Source: an optimization exercise on an open RTL-to-GDS flow (aim: small area, a short achievable clock period and few clock cycles per item). Production flows keep margins and buffers that such runs may drop.
Power figures rest on the tool's default switching activity, not on a simulated workload.

==> inputs of run a <==
## FP16_MAC_pipeline
module FP16_MAC_pipeline(
    input [15:0]data_k,
    input [15:0]data_x,
    input [15:0]data_b,
    input rst,
    input input_valid,
    input clk,
    input [1:0]opcode,
    output reg [15:0]data_o,
    output reg output_up,
    output reg [1:0]opcode_o
    );
==> flow/config.mk <==
export PLATFORM = sky130hd
export DESIGN_NAME = FP16_MAC_pipeline
export DESIGN_NICKNAME = FP16_MAC_pipeline
export VERILOG_FILES = /design/flow/design.v
export SDC_FILE = /design/flow/constraint.sdc
export NUM_CORES = 4
export LEC_CHECK = 0
export CAP_MARGIN = 20
export CORE_MARGIN = 2
export CORE_UTILIZATION = 60
export SETUP_SLACK_MARGIN = 3.5
export SLEW_MARGIN = 20
==> flow/constraint.sdc <==
create_clock -name core_clock -period 6.0 [get_ports {clk}]
set_input_delay 1.2000 -clock core_clock [delete_from_list [all_inputs] [get_ports {clk}]]
set_output_delay 1.2000 -clock core_clock [all_outputs]
set_load 0.01 [all_outputs]
run.sh (not shown) runs the stock make flow with config.mk's settings and CLKGATE_MAP_FILE= SYNTH_SCRIPT=/design/flow/synth_recipe.tcl, a recipe that flattens the netlist after the stock synthesis.
==> run b (differences from run a) <==
--- a/flow/design.v
+++ b/flow/design.v
@@ -999,42 +999,17 @@
         sgn_r6 <= sgn_r5;
         v_r6 <= v_r5 & ~rst;
         zero_r6 <= zero_5;
     end
     wire [10:0] man_6;
     wire rnd_6;
     wire [6:0] ef_6;
-    wire [36:0] z0_shift6 = {a_r6, 3'b000};
-    wire [36:10] z16_shift6;
-    genvar g16_shift6;
-    generate for (g16_shift6 = 10; g16_shift6 <= 36; g16_shift6 = g16_shift6 + 1) begin : l16_shift6
-        assign z16_shift6[g16_shift6] = s_r6[4] ? ((g16_shift6 >= 16) ? z0_shift6[g16_shift6 - 16] : 1'b0) : z0_shift6[g16_shift6];
-    end endgenerate
-    wire [36:18] z8_shift6;
-    genvar g8_shift6;
-    generate for (g8_shift6 = 18; g8_shift6 <= 36; g8_shift6 = g8_shift6 + 1) begin : l8_shift6
-        assign z8_shift6[g8_shift6] = s_r6[3] ? ((g8_shift6 >= 8) ? z16_shift6[g8_shift6 - 8] : 1'b0) : z16_shift6[g8_shift6];
-    end endgenerate
-    wire [36:22] z4_shift6;
-    genvar g4_shift6;
-    generate for (g4_shift6 = 22; g4_shift6 <= 36; g4_shift6 = g4_shift6 + 1) begin : l4_shift6
-        assign z4_shift6[g4_shift6] = s_r6[2] ? ((g4_shift6 >= 4) ? z8_shift6[g4_shift6 - 4] : 1'b0) : z8_shift6[g4_shift6];
-    end endgenerate
-    wire [36:24] z2_shift6;
-    genvar g2_shift6;
-    generate for (g2_shift6 = 24; g2_shift6 <= 36; g2_shift6 = g2_shift6 + 1) begin : l2_shift6
-        assign z2_shift6[g2_shift6] = s_r6[1] ? ((g2_shift6 >= 2) ? z4_shift6[g2_shift6 - 2] : 1'b0) : z4_shift6[g2_shift6];
-    end endgenerate
-    wire [36:25] z1_shift6;
-    genvar g1_shift6;
-    generate for (g1_shift6 = 25; g1_shift6 <= 36; g1_shift6 = g1_shift6 + 1) begin : l1_shift6
-        assign z1_shift6[g1_shift6] = s_r6[0] ? ((g1_shift6 >= 1) ? z2_shift6[g1_shift6 - 1] : 1'b0) : z2_shift6[g1_shift6];
-    end endgenerate
-    assign man_6 = z1_shift6[36:26];
-    assign rnd_6 = z1_shift6[25];
+    wire [36:0] z_shift6 = {a_r6, 3'b000} << s_r6;
+    assign man_6 = z_shift6[36:26];
+    assign rnd_6 = z_shift6[25];
     assign ef_6 = eh_r6 + 7'd1 - {2'b00, s_r6};
     reg [6:0] ef_r7;
     reg [10:0] man_r7;
     reg [1:0] op_r7;
     reg rnd_r7;
     reg sgn_r7;
     reg v_r7;
Settings changed: CORE_UTILIZATION 60 to 65, SETUP_SLACK_MARGIN 3.5 to 4.0.
==> run c (differences from run a) <==
--- a/flow/design.v
+++ b/flow/design.v
@@ -999,42 +999,17 @@
         sgn_r6 <= sgn_r5;
         v_r6 <= v_r5 & ~rst;
         zero_r6 <= zero_5;
     end
     wire [10:0] man_6;
     wire rnd_6;
     wire [6:0] ef_6;
-    wire [36:0] z0_shift6 = {a_r6, 3'b000};
-    wire [36:10] z16_shift6;
-    genvar g16_shift6;
-    generate for (g16_shift6 = 10; g16_shift6 <= 36; g16_shift6 = g16_shift6 + 1) begin : l16_shift6
-        assign z16_shift6[g16_shift6] = s_r6[4] ? ((g16_shift6 >= 16) ? z0_shift6[g16_shift6 - 16] : 1'b0) : z0_shift6[g16_shift6];
-    end endgenerate
-    wire [36:18] z8_shift6;
-    genvar g8_shift6;
-    generate for (g8_shift6 = 18; g8_shift6 <= 36; g8_shift6 = g8_shift6 + 1) begin : l8_shift6
-        assign z8_shift6[g8_shift6] = s_r6[3] ? ((g8_shift6 >= 8) ? z16_shift6[g8_shift6 - 8] : 1'b0) : z16_shift6[g8_shift6];
-    end endgenerate
-    wire [36:22] z4_shift6;
-    genvar g4_shift6;
-    generate for (g4_shift6 = 22; g4_shift6 <= 36; g4_shift6 = g4_shift6 + 1) begin : l4_shift6
-        assign z4_shift6[g4_shift6] = s_r6[2] ? ((g4_shift6 >= 4) ? z8_shift6[g4_shift6 - 4] : 1'b0) : z8_shift6[g4_shift6];
-    end endgenerate
-    wire [36:24] z2_shift6;
-    genvar g2_shift6;
-    generate for (g2_shift6 = 24; g2_shift6 <= 36; g2_shift6 = g2_shift6 + 1) begin : l2_shift6
-        assign z2_shift6[g2_shift6] = s_r6[1] ? ((g2_shift6 >= 2) ? z4_shift6[g2_shift6 - 2] : 1'b0) : z4_shift6[g2_shift6];
-    end endgenerate
-    wire [36:25] z1_shift6;
-    genvar g1_shift6;
-    generate for (g1_shift6 = 25; g1_shift6 <= 36; g1_shift6 = g1_shift6 + 1) begin : l1_shift6
-        assign z1_shift6[g1_shift6] = s_r6[0] ? ((g1_shift6 >= 1) ? z2_shift6[g1_shift6 - 1] : 1'b0) : z2_shift6[g1_shift6];
-    end endgenerate
-    assign man_6 = z1_shift6[36:26];
-    assign rnd_6 = z1_shift6[25];
+    wire [36:0] z_shift6 = {a_r6, 3'b000} << s_r6;
+    assign man_6 = z_shift6[36:26];
+    assign rnd_6 = z_shift6[25];
     assign ef_6 = eh_r6 + 7'd1 - {2'b00, s_r6};
     reg [6:0] ef_r7;
     reg [10:0] man_r7;
     reg [1:0] op_r7;
     reg rnd_r7;
     reg sgn_r7;
     reg v_r7;
==> summary of the runs <==
- Of run b and run a, run b has the higher sequential power (gap about 6%, measured against run a).
- In flip-flop and latch count, run a and run c do not differ.
- The highest clock skew belongs to run c, the lowest to run b.
- Maximum frequency: run c is larger than run b (about 5%).
- Final cell count: run a < run c < run b.
==> figures <==
Status: run a timing/DRC/antenna clean; run b timing/DRC/antenna clean; run c timing/DRC/antenna clean
Timing startpoint of the critical path: run a lo_r4[17]; run b hi_r4[10]; run c lo_r4[23]
Cell count after synthesis: run a 1879; run b 2002; run c 2002
Synthesized-area fraction occupied by ao, oa, aoi and oai cells: run a 0.1382; run b 0.1458; run c 0.1458
Multi-input combinational area share: run a 0.4698; run b 0.4960; run c 0.4871
Fraction of synthesized area in multiplexers: run a 0.06961; run b 0.07579; run c 0.07579
Share of cell area taken by flip-flops and latches: run a 0.3596; run b 0.3149; run c 0.3389
Tcrit/Tclk final: run a 0.4796; run b 0.4831; run c 0.4613
Proportion of netlist area held by the largest area contributor: run a 0.4319; run b 0.4135; run c 0.4135
Met1 routing resource usage after global routing: run a 0.3049; run b 0.3895; run c 0.3511
Clock-pin slew on the worst setup and hold paths: run a 0.06 ns; run b 0.07 ns; run c 0.06 ns
Floorplan row count: run a 64; run b 63; run c 65
No run of this note included a check of the RTL's function; only the layout flow was run.

## afterwards: timing with drivers on the ports
How much do the figures lean on ideal ports? The routed layouts below were timed once more, with nothing changed but the port constraints. Step 1 assumes that a clkbuf_16 drives the clock port and a buf_2 every other input. Step 2 times the ports against the registers' clock, not the clock port: input delays grow and output delays shrink by t, the midpoint of the rising clock arrivals with the driver on. a / b / c = no drivers / after step 1 / after step 2; a / b = the first two.
run | t (ns) | setup slack, ns | slew at the worst register clock pin (ns) | worst slew at a driven data input, ns | cell pins on the clock port's net
run a | 0.575 | 3.122 / 3.122 / 3.122 | 0.06 / 0.06 | 0.04 | 1
run b | 0.599 | 3.101 / 3.101 / 3.101 | 0.07 / 0.07 | 0.05 | 1
run c | 0.581 | 3.232 / 3.232 / 3.038 | 0.07 / 0.07 | 0.05 | 1
After both steps every run listed still meets setup and hold. For run c, which loses most, drivers alone change the setup slack by 0.000 ns; drivers and shift together by -0.194 ns.
